From an optimization exercise on the open Yosys and OpenROAD flow, aimed at a short achievable clock period and few clock cycles; shortcuts taken in it are not production practice. The RTL of this run was laid out without a check of its function. Power and IR drop assume default switching activity.

==> flow/design.v <==
module ARM
	(
		CLK,
		RST,
		INST_ADDR,
		INST_DATA,
		SRAM_ADDR,
		SRAM_WE_N,
		SRAM_DQ_OUT,
		SRAM_DQ_IN
	);
input			CLK;
input			RST;
output	[31:0]	INST_ADDR;
input	[31:0]	INST_DATA;
output	[17:0]	SRAM_ADDR;
output			SRAM_WE_N;
output	[15:0]	SRAM_DQ_OUT;
input	[15:0]	SRAM_DQ_IN;
	function cond_ok;
		input [3:0] c;
		input [3:0] f;	 
		begin
			case (c)
				4'd0:  cond_ok = f[2];
				4'd1:  cond_ok = ~f[2];
				4'd2:  cond_ok = f[1];
				4'd3:  cond_ok = ~f[1];
				4'd4:  cond_ok = f[3];
				4'd5:  cond_ok = ~f[3];
				4'd6:  cond_ok = f[0];
				4'd7:  cond_ok = ~f[0];
				4'd8:  cond_ok = f[1] & ~f[2];
				4'd9:  cond_ok = ~f[1] & f[2];
				4'd10: cond_ok = f[3] == f[0];
				4'd11: cond_ok = f[3] != f[0];
				4'd12: cond_ok = ~f[2] & (f[3] == f[0]);
				4'd13: cond_ok = f[2] | (f[3] != f[0]);
				default: cond_ok = 1'b1;
			endcase
		end
	endfunction
	function [32:0] ks_add;
		input [31:0] a;
		input [31:0] b;
		input        ci;
		reg [31:0] g, p, gg, pp, gn, pn;
		integer i, l;
		begin
			g = a & b;
			p = a ^ b;
			gg = g;
			pp = p;
			gg[0] = g[0] | (p[0] & ci);
			for (l = 0; l < 5; l = l + 1) begin
				for (i = 0; i < 32; i = i + 1) begin
					if (i >= (1 << l)) begin
						gn[i] = gg[i] | (pp[i] & gg[i - (1 << l)]);
						pn[i] = pp[i] & pp[i - (1 << l)];
					end else begin
						gn[i] = gg[i];
						pn[i] = pp[i];
					end
				end
				gg = gn;
				pp = pn;
			end
			ks_add[0] = p[0] ^ ci;
			for (i = 1; i < 32; i = i + 1)
				ks_add[i] = p[i] ^ gg[i - 1];
			ks_add[32] = gg[31];
		end
	endfunction
	function [8:0] ks_add8;
		input [7:0] a;
		input [7:0] b;
		reg [7:0] g, p, gg, pp, gn, pn;
		integer i, l;
		begin
			g = a & b;
			p = a ^ b;
			gg = g | p;
			gg[7:1] = g[7:1];
			pp = p;
			for (l = 0; l < 3; l = l + 1) begin
				for (i = 0; i < 8; i = i + 1) begin
					if (i >= (1 << l)) begin
						gn[i] = gg[i] | (pp[i] & gg[i - (1 << l)]);
						pn[i] = pp[i] & pp[i - (1 << l)];
					end else begin
						gn[i] = gg[i];
						pn[i] = pp[i];
					end
				end
				gg = gn;
				pp = pn;
			end
			ks_add8[0] = ~p[0];
			for (i = 1; i < 8; i = i + 1)
				ks_add8[i] = p[i] ^ gg[i - 1];
			ks_add8[8] = gg[7];
		end
	endfunction
	reg [31:0] pc;
	reg        id_valid;
	reg        ex_valid;
	reg [31:0] rf [0:14];
	reg [3:0]  flags;			 
	reg [14:0] pending;			 
	reg        wb_alu_v, wb_ld_v;	 
	reg        act_v;
	reg        sram_we_n_q;
	localparam QD = 4;
	localparam QW = 3;
	reg [QW-1:0] q_cnt;
	reg [31:0] id_ir, id_pc, id_pc4;
	reg        id_pred;
	reg [3:0]  ex_cond;
	reg        ex_wb, ex_setf, ex_ld, ex_st, ex_br, ex_pred;
	reg [3:0]  ex_dest;
	reg        ex_add, ex_sub, ex_usec, ex_and, ex_orr, ex_eor, ex_mov, ex_mvn;
	reg [31:0] ex_b;
	reg [18:0] ex_imm_adj;
	reg [31:0] ex_a, ex_m;
	reg        ex_fa_alu, ex_fa_ld, ex_fm_alu, ex_fm_ld, ex_fb_alu, ex_fb_ld;
	reg [31:0] ex_alt_pc;
	reg [31:0] alu_q;			 
	reg [31:0] ld_q;			 
	reg [3:0]  wb_alu_d, wb_ld_d;
	reg        act_ph, act_ld;
	reg [3:0]  act_dest;
	reg [15:0] act_hi, act_lo;
	reg [17:0] sram_addr_q;
	reg [15:0] sram_dq_q;
	reg        q_ld [0:QD-1];
	reg [17:0] q_h [0:QD-1];
	reg [31:0] q_d [0:QD-1];
	reg [3:0]  q_dest [0:QD-1];
	wire [31:0] id_tgt = id_pc4 + {{22{id_ir[7]}}, id_ir[7:0], 2'b00};
	assign INST_ADDR   = pc;
	assign SRAM_ADDR   = sram_addr_q;
	assign SRAM_DQ_OUT = sram_dq_q;
	assign SRAM_WE_N   = sram_we_n_q;
	wire ex_pass = cond_ok(ex_cond, flags);
	wire [31:0] opa = ex_fa_alu ? alu_q : ex_fa_ld ? ld_q : ex_a;
	wire [31:0] opm = ex_fm_alu ? alu_q : ex_fm_ld ? ld_q : ex_m;
	wire [31:0] opb = ex_fb_alu ? alu_q : ex_fb_ld ? ld_q : ex_b;
	wire [31:0] bx  = ex_sub ? ~opb : opb;
	wire        cin = ex_usec ? flags[1] : ex_sub;
	wire [32:0] sum = ks_add(opa, bx, cin);
	wire        arith = ex_add | ex_sub;
	wire [31:0] logic_r = ({32{ex_and}} & (opa & opb)) |
	                      ({32{ex_orr}} & (opa | opb)) |
	                      ({32{ex_eor}} & (opa ^ opb)) |
	                      ({32{ex_mov}} & opb) |
	                      ({32{ex_mvn}} & ~opb);
	wire [31:0] result = arith ? sum[31:0] : logic_r;
	wire [31:0] zt = {opa[30:0] | bx[30:0], cin};
	wire z_arith = &(~(opa ^ bx ^ zt));
	wire z_logic = ~|logic_r;
	wire f_n = result[31];
	wire f_z = arith ? z_arith : z_logic;
	wire f_c = arith ? (sum[32] ^ ex_sub) : ex_mvn;
	wire f_v = arith & ((result[31] ^ opa[31]) & ~(opa[31] ^ bx[31]));
	wire ex_do    = ex_valid & ex_pass;
	wire ex_wr    = ex_do & ex_wb & ~ex_ld;
	wire ex_redir = ex_valid & ex_br & (ex_pass != ex_pred);
	wire [18:0] maddr = opa[18:0] + ex_imm_adj;
	wire        iss_v = ex_do & (ex_ld | ex_st);
	wire ld_done   = act_v & act_ph & act_ld;
	wire sram_free = ~act_v | act_ph;
	wire q_pop     = sram_free & (q_cnt != 0);
	wire direct    = sram_free & (q_cnt == 0) & iss_v;
	wire q_push    = iss_v & ~direct;
	wire [QW-1:0] q_cnt_p = q_cnt - q_pop;
	wire [31:0] ld_word = {SRAM_DQ_IN, act_lo};
	wire [3:0] opc = id_ir[24:21];
	wire m00 = id_ir[27:26] == 2'b00;
	wire m01 = id_ir[27:26] == 2'b01;
	wire m10 = id_ir[27:26] == 2'b10;
	wire is_mem = m01 & (opc == 4'b0100);
	wire is_ld  = is_mem & id_ir[20];
	wire is_st  = is_mem & ~id_ir[20];
	wire is_br  = m10 & ~id_ir[24];
	wire o_mov = m00 & (opc == 4'b1101);
	wire o_mvn = m00 & (opc == 4'b1111);
	wire o_add = m00 & (opc == 4'b0100);
	wire o_adc = m00 & (opc == 4'b0101);
	wire o_sub = m00 & (opc == 4'b0010);
	wire o_sbc = m00 & (opc == 4'b0110);
	wire o_and = m00 & (opc == 4'b0000);
	wire o_orr = m00 & (opc == 4'b1100);
	wire o_eor = m00 & (opc == 4'b0001);
	wire o_cmp = m00 & (opc == 4'b1010);
	wire o_tst = m00 & (opc == 4'b1000);
	wire d_wb = o_mov | o_mvn | o_add | o_adc | o_sub | o_sbc | o_orr | o_eor |
	            (o_and & (id_ir != 32'hE000_0000)) | is_ld;
	wire [3:0] rn = id_ir[19:16];
	wire [3:0] rd = id_ir[15:12];
	wire [3:0] rm = id_ir[3:0];
	wire [3:0] r2 = is_st ? rd : rm;
	wire use_a = (m00 & ~o_mov & ~o_mvn) | is_mem;
	wire use_m = (m00 & ~id_ir[25]) | is_st;
	wire use_d = d_wb;
	wire breg = m00 & ~id_ir[25];					 
	wire [4:0] samt = id_ir[4] ? 5'd0 : id_ir[11:7];
	wire bshift = breg & (samt != 5'd0);			 
	wire [31:0] rd_a = (wb_alu_v && wb_alu_d == rn) ? alu_q :
	                   (wb_ld_v && wb_ld_d == rn) ? ld_q :
	                   (rn == 4'd15) ? 32'b0 : rf[rn];
	wire [31:0] rd_m = (wb_alu_v && wb_alu_d == r2) ? alu_q :
	                   (wb_ld_v && wb_ld_d == r2) ? ld_q :
	                   (r2 == 4'd15) ? 32'b0 : rf[r2];
	wire ex_ld_go = ex_do & ex_ld;
	function busy;
		input [3:0] r;
		input [14:0] pend;
		input ldd; input [3:0] ldr;
		input exl; input [3:0] exr;
		begin
			busy = (r != 4'd15 && pend[r] && !(ldd && ldr == r)) || (exl && exr == r);
		end
	endfunction
	wire haz = (use_a & busy(rn, pending, ld_done, act_dest, ex_ld_go, ex_dest)) |
	           (use_m & busy(r2, pending, ld_done, act_dest, ex_ld_go, ex_dest)) |
	           (use_d & busy(rd, pending, ld_done, act_dest, ex_ld_go, ex_dest));
	wire memfull = is_mem & ((q_cnt + (ex_valid & (ex_ld | ex_st))) >= QD);
	wire shdep = bshift & ((ex_wr & (ex_dest == rm)) | (ld_done & (act_dest == rm)));
	wire id_stall = id_valid & (haz | memfull | shdep);
	reg [31:0] shifted;
	always @(*) begin
		case (id_ir[6:5])
			2'b00: shifted = rd_m << samt;
			2'b11: shifted = ({rd_m, rd_m} >> samt);
			default: shifted = rd_m >> samt;
		endcase
	end
	wire [63:0] rot_src = {24'b0, id_ir[7:0], 24'b0, id_ir[7:0]};
	wire [63:0] rot_sh = rot_src >> {id_ir[11:8], 1'b0};
	wire [31:0] imm12 = {{20{id_ir[11]}}, id_ir[11:0]};
	wire [31:0] imm_adj = imm12 - 32'd1024;
	wire [31:0] pc4 = pc + 32'd4;
	wire [8:0]  f_lo = ks_add8(pc[9:2], INST_DATA[7:0]);
	wire        f_near = (f_lo[8] == INST_DATA[7]) & ~(&pc[9:2]);
	wire f_isbr = (INST_DATA[27:26] == 2'b10) & ~INST_DATA[24];
	wire f_stable = ~(id_valid & id_ir[20]) & ~(ex_valid & ex_setf & ex_pass);
	wire f_pred = f_stable ? cond_ok(INST_DATA[31:28], flags) :
	              ((INST_DATA[31:28] >= 4'd14) | INST_DATA[7]);
	wire f_take = f_isbr & f_pred & f_near;
	integer i;
	always @(posedge CLK or posedge RST) begin
		if (RST) begin
			pc <= 32'b0;
			id_valid <= 1'b0;
			ex_valid <= 1'b0;
			for (i = 0; i < 15; i = i + 1) rf[i] <= i;
			flags <= 4'b0;
			pending <= 15'b0;
			wb_alu_v <= 1'b0;
			wb_ld_v <= 1'b0;
			act_v <= 1'b0;
			sram_we_n_q <= 1'b1;
			q_cnt <= 0;
		end else begin
			if (ex_redir) begin
				pc <= ex_alt_pc;
				id_valid <= 1'b0;
			end else if (!id_stall) begin
				pc <= {pc4[31:10], f_take ? f_lo[7:0] : pc4[9:2], pc4[1:0]};
				id_valid <= 1'b1;
			end
			ex_valid <= id_valid & ~id_stall & ~ex_redir;
			if (ex_do & ex_setf)
				flags <= {f_n, f_z, f_c, f_v};
			wb_alu_v <= ex_wr;
			wb_ld_v <= ld_done;
			if (wb_alu_v && wb_alu_d != 4'd15)
				rf[wb_alu_d] <= alu_q;
			if (wb_ld_v && wb_ld_d != 4'd15 && !(wb_alu_v && wb_alu_d == wb_ld_d))
				rf[wb_ld_d] <= ld_q;
			for (i = 0; i < 15; i = i + 1) begin
				if (ex_ld_go && ex_dest == i)
					pending[i] <= 1'b1;
				else if (ld_done && act_dest == i)
					pending[i] <= 1'b0;
			end
			if (sram_free) begin
				if (q_cnt != 0) begin
					act_v <= 1'b1;
					sram_we_n_q <= q_ld[0];
				end else if (iss_v) begin
					act_v <= 1'b1;
					sram_we_n_q <= ex_ld;
				end else begin
					act_v <= 1'b0;
					sram_we_n_q <= 1'b1;
				end
			end
			q_cnt <= q_cnt_p + q_push;
		end
	end
	always @(posedge CLK) begin
		if (!ex_redir && !id_stall) begin
			id_ir <= INST_DATA;
			id_pc <= pc;
			id_pred <= f_take;
			id_pc4 <= pc4;
		end
		ex_cond <= id_ir[31:28];
		ex_wb <= d_wb;
		ex_setf <= id_ir[20];
		ex_ld <= is_ld;
		ex_st <= is_st;
		ex_br <= is_br;
		ex_pred <= id_pred;
		ex_dest <= rd;
		ex_add <= o_add | o_adc | is_mem;
		ex_sub <= o_sub | o_sbc | o_cmp;
		ex_usec <= o_adc | o_sbc;
		ex_and <= o_and | o_tst;
		ex_orr <= o_orr;
		ex_eor <= o_eor;
		ex_mov <= o_mov;
		ex_mvn <= o_mvn;
		ex_b <= breg ? shifted : is_mem ? imm12 : rot_sh[31:0];
		ex_imm_adj <= imm_adj[18:0];
		ex_a <= rd_a;
		ex_m <= rd_m;
		ex_fa_alu <= ex_wr & (ex_dest == rn);
		ex_fm_alu <= ex_wr & (ex_dest == r2);
		ex_fa_ld <= ld_done & (act_dest == rn);
		ex_fm_ld <= ld_done & (act_dest == r2);
		ex_fb_alu <= breg & ~bshift & ex_wr & (ex_dest == rm);
		ex_fb_ld <= breg & ~bshift & ld_done & (act_dest == rm);
		ex_alt_pc <= id_pred ? id_pc4 : id_tgt;
		alu_q <= result;
		wb_alu_d <= ex_dest;
		wb_ld_d <= act_dest;
		if (ld_done)
			ld_q <= ld_word;
		if (sram_free) begin
			act_ph <= 1'b0;
			if (q_cnt != 0) begin
				act_ld <= q_ld[0]; act_dest <= q_dest[0];
				sram_addr_q <= q_h[0]; sram_dq_q <= q_d[0][15:0]; act_hi <= q_d[0][31:16];
			end else begin
				act_ld <= ex_ld; act_dest <= ex_dest;
				sram_addr_q <= maddr[18:1]; sram_dq_q <= opm[15:0]; act_hi <= opm[31:16];
			end
		end else begin
			act_ph <= 1'b1;
			sram_addr_q <= sram_addr_q + 18'd1;
			sram_dq_q <= act_hi;
			act_lo <= SRAM_DQ_IN;
		end
		for (i = 0; i < QD; i = i + 1) begin
			if (q_push && q_cnt_p == i) begin
				q_ld[i] <= ex_ld; q_h[i] <= maddr[18:1]; q_d[i] <= opm; q_dest[i] <= ex_dest;
			end else if (q_pop && i < QD - 1) begin
				q_ld[i] <= q_ld[i+1]; q_h[i] <= q_h[i+1]; q_d[i] <= q_d[i+1]; q_dest[i] <= q_dest[i+1];
			end
		end
	end
endmodule
==> flow/flow/run.sh <==
#!/bin/bash
# Layout flow: the standard synthesis unchanged, then the standard ORFS
# layout steps with timing repair aimed well below the clock constraint
# (a larger setup margin and full TNS repair), so the achieved period is
# pushed down. Each step's full output goes to a log file here; ORFS also
# keeps its per-stage logs under orfs/logs.
set -euo pipefail
MARGIN=${FLOW_SETUP_MARGIN:-14.5}
bash standard.sh synth > flow_synth.log 2>&1
bash standard.sh SETUP_SLACK_MARGIN=$MARGIN TNS_END_PERCENT=100 finish > flow_layout.log 2>&1
==> flow/standard.sh <==
#!/bin/bash
# synth_recipe.tcl (not shown) runs the flow's synth.tcl, then flattens the netlist and writes it again
# the make line also repeats each setting of config.mk as NAME=value (left out here)
make -C /OpenROAD-flow-scripts/flow DESIGN_CONFIG=/design/flow/config.mk WORK_HOME=/design/flow/orfs CLKGATE_MAP_FILE= SYNTH_SCRIPT=/design/flow/synth_recipe.tcl "${@:-finish}"
==> flow/config.mk <==
export PLATFORM = sky130hd
export DESIGN_NAME = ARM
export DESIGN_NICKNAME = ARM
export VERILOG_FILES = /design/flow/design.v
export SDC_FILE = /design/flow/constraint.sdc
export NUM_CORES = 4
export LEC_CHECK = 0
export ABC_CLOCK_PERIOD_IN_PS = 10000
export CAP_MARGIN = 20
export CORE_MARGIN = 2
export CORE_UTILIZATION = 40
export SETUP_SLACK_MARGIN = 3
export SLEW_MARGIN = 20
==> flow/constraint.sdc <==
create_clock -name core_clock -period 20.0 [get_ports {CLK}]
set_input_delay 4.0000 -clock core_clock [delete_from_list [all_inputs] [get_ports {CLK}]]
set_output_delay 4.0000 -clock core_clock [all_outputs]
set_load 0.01 [all_outputs]
==> notes.md <==
routing by layer:
metal,vias up,track usage,share of wire
met2,5416,0.5429,0.39
met3,1502,0.1672,0.14
met1,35010,0.5150,0.39
li1,29760,-,-
met4,16,0.2482,0.081
met5,-,0.01041,0.00077
layout by cell type, fill, tap and decap left out, types with 81 or more instances in the layout:
master,instances
inv_1,232
a22oi_1,273
nor2_1,493
clkbuf_16,139
nand3_1,176
xor2_1,107
edfxtp_1,354
a31oi_1,81
nand2_1,993
dfxtp_1,218
o21ai_0,821
a21oi_1,428
xnor2_1,151
dfrtp_1,493
mux2i_1,697
mux2_2,89
ha_1,186
buf_4,289
layout make-up:
| class | count | share of cell area |
|---|---|---|
| diodes | 22 | 0.0006618 |
| clock buffers | 179 | 0.04506 |
| clock inverters | 73 | 0.01194 |
| inverters | 243 | 0.01131 |
| multi-input cells | 6046 | 0.4996 |
| flip-flops and latches | 1138 | 0.3501 |
| well taps | 2370 | 0.03564 |
| repair buffers | 445 | 0.04560 |
| repair inverters | 2 | 0.0001203 |
through the flow:
| stage | utilization | hold slack, ps | setup WS (ps) | total power [uW] |
|---|---|---|---|---|
| final | 0.4593 | 344.3 | 14250 | 14590 |
| after global placement | 0.4249 | 329.4 | 12160 | 11210 |
| after detailed placement | 0.4249 | 332.2 | 12140 | 11280 |
| after global routing | 0.4590 | 351.2 | 14100 | 15050 |
| after CTS | 0.4567 | 348.1 | 14180 | 14120 |
| after floorplan | - | 323.3 | 8680 | 8209 |
what timing repair did:
| action | CTS | global route |
|---|---|---|
| pin swaps | 18 | 15 |
| cloned | 2 | 1 |
| resized for setup | 364 | 93 |
| hold endpoints to repair | 0 | 0 |
| endpoints found under the setup margin | 530 | 301 |
| buffers inserted | 45 | 7 |
cell families (layout without fill, tap and decap cells):
family,Yosys count,after routing,synth area share
flops,1138,1138,0.3973
compound gates,2471,2471,0.2213
simple gates,2298,2299,0.1437
fa+ha+maj,193,193,0.03353
other cells,0,22,0
buf+inv,995,942,0.05441
mux,824,824,0.1187
xor+xnor,259,259,0.03101
power groups by stage:
stage / Sequential, uW / Combinational (uW) / Clock, uW
after floorplan: 4030 / 4180 / 0
after global placement: 4480 / 6730 / 0
after detailed placement: 4490 / 6790 / 0
after CTS: 4430 / 7020 / 2670
after global routing: 4550 / 7740 / 2760
final: 4500 / 7440 / 2650
sequential cells by signal (all words and copies together), names as in the netlist, 16 cells and up:
signal and flops:
rf 480, q_d 128, q_h 72, alu_q 32, ex_a 32, ex_alt_pc 32, ex_b 32, ex_m 32
id_ir 32, id_pc4 32, ld_q 32, pc 32, sram_addr_q 18, act_hi 16, act_lo 16, q_dest 16
sram_dq_q 16
how the worst max path moves through the flow:
stage                 start                  end  depth (start not counted)
6_report       INST_DATA[0]    pc[5]$_DFFE_PP0P_                         16
5_1_grt        INST_DATA[0]    pc[5]$_DFFE_PP0P_                         16
4_1_cts        INST_DATA[0]    pc[5]$_DFFE_PP0P_                         16
3_5_place_dp            RST  rf[13][9]$_DFF_PP0_                          5
3_3_place_gp            RST  rf[11][9]$_DFF_PP0_                          5
2_1_floorplan           RST    act_v$_DFFE_PP0N_                          1
==> reports/metrics.cfg <==
[floorplanning]
io_pins = 117
start_util = 0.4038
rows = 156
die_x_um = 431.6
die_h_um = 431.6
core_sq_um = 181100
die-area_sq_um = 186300

[drt]
vias = 71710
dr.pass1.iters = 14
drtIter0Drc = 11980
drt_wl_total_um = 381300
routedWlPerCell_um = 36.25
antenna_left = 0
vias_per_cell = 6.818
drc_errors = 0

[place]
io_buffer_count = 116
gp_congestion = 1.086
hpwl_um = 255000
place_area_sq_um = 76970
dp.cells = 10190

[cts]
clk_latency_ps = 860
cts_tree = done
cts-buffers-inserted = 137
cts_buffer_depth = 3
ctsHoldBuffers = 0
cts.sinks = 1138
cts_max_level = 4
root_buffer = clkbuf_16
clkTransAtPathRegs_ps = 60

[setup_path]
critical-path-max-stage-delay_ps = 410
cp_num_buf_inv = 3
crit_slowest_cell = or3_4
critPathArrivalTime_ps = 6540
reg2reg_to = ex_b[24]$_DFF_P_
r2r_slack_ps = 14330
critPathCaptureType = register
critical_path.cell_chain = buf_12 > inv_12 > ha_4 > inv_2 > fa_2 > a21o_1 > a21oi_2 > o21bai_1 > a21oi_2 > o21bai_1 > a21oi_2 > xnor2_2 > or3_4 > o31a_1 > a211oi_2 > a21o_1
reg2reg_from = id_ir[20]$_DFFE_PP_
path_max_fanout = 6
required_ps = 20790
cpLargestDelayFamily = compound AO/OA/AOI/OAI gates
rr_worst_depth = 15
path_common_cell = a21oi_2
path_class = in -> reg
cp-start-kind = input pin

[yosys]
yosys.area.top_type = dfrtp_1
synth_nets = 8421
synth_top_area_share = 0.1748
syn_inst = 8178
synth.most_common_cell = nand2_1
synth_ff_type = dfrtp_1
synth_edf_count = 354
synthTopCellsByArea = dfrtp_1, edfxtp_1, mux2i_1
syn_area_sq_um = 73150
ys_warn_count = 6
synth_area_per_cell_sq_um = 8.944
ys_seq_elements = 1138
yosys-top-cells-count = nand2_1, o21ai_0, mux2i_1
async_flop_share = 0.4745
synth-seq-area-share = 0.3973
synth_cell_types = 120

[power]
power_frac_seq = 0.309
powerDensity_nw_per_um2 = 175.4
power.internal_uw = 7398
p_sw_uw = 7195
p_leak_uw = 0.03338
switching_share = 0.4931
irDropWorstVdd_mv = 0.08329
clock_power_share = 0.182
power_frac_comb = 0.510

[cells_and_area]
fillers = 17300
multiInputGateArea_sq_um = 41560
fin_area_sq_um = 83190
area_growth_pct = 13.74
final_layout_size_suffix_gt1_frac = 0.1348
final_cells = 10520
seqCellArea_sq_um = 29120
nNetsFinal = 8256

[sta]
finalCritPeriodShare = 0.2876
tightest_slew_ps = 1203
max_slew_margin = 0.1916
fin_crit_ps = 5753
hold_viol = 0
rsz0062_at_grt = yes
slew_violations = 0
fmax_mhz = 173.8
setup_viol = 0
fin_skew_ps = 52.58
setup_tns_ps = 0

[flow_run]
maxCapViolCount = 0

[grt]
first_global_vias = 66520
grt_start_max_net_pins = 93
antenna_found_initial = 23
grt_usage = 0.3982
grt_pass1_wl_um = 528900
grt_overflow = 0

[worst_hold_path]
holdCritStartpoint = id_pc4[1]$_DFFE_PP_
hold_class = reg -> reg
hold_end = ex_alt_pc[1]$_DFF_P_
min_path_cells = 0

[run_status]
outcome = finished clean

## what the ideal ports hide
Ports are ideal in the flow. The routed layout listed here was re-timed in OpenROAD. Step 1 sets driving cells, clkbuf_16 on the clock port and buf_2 on the other inputs (assumed; they add their load-dependent delay and slew). Step 2, shift: input delay + t, output delay - t, t = (earliest + latest rising clock arrival at the registers) / 2. This alone moves slack from input paths to output paths. Three values: no drivers, after step 1, after step 2; two values: the first two.
t, ns: 0.916
setup slack, ns: 14.247 / 14.282 / 13.365
hold slack, ns: 0.344 / 0.344 / 0.344
worst slew at a driven data input, ns: 0.07
cell pins on the clock port's net: 1
After both steps setup and hold are still met in this run. The setup slack of this run moves by +0.035 ns with the drivers and by -0.882 ns with both steps.
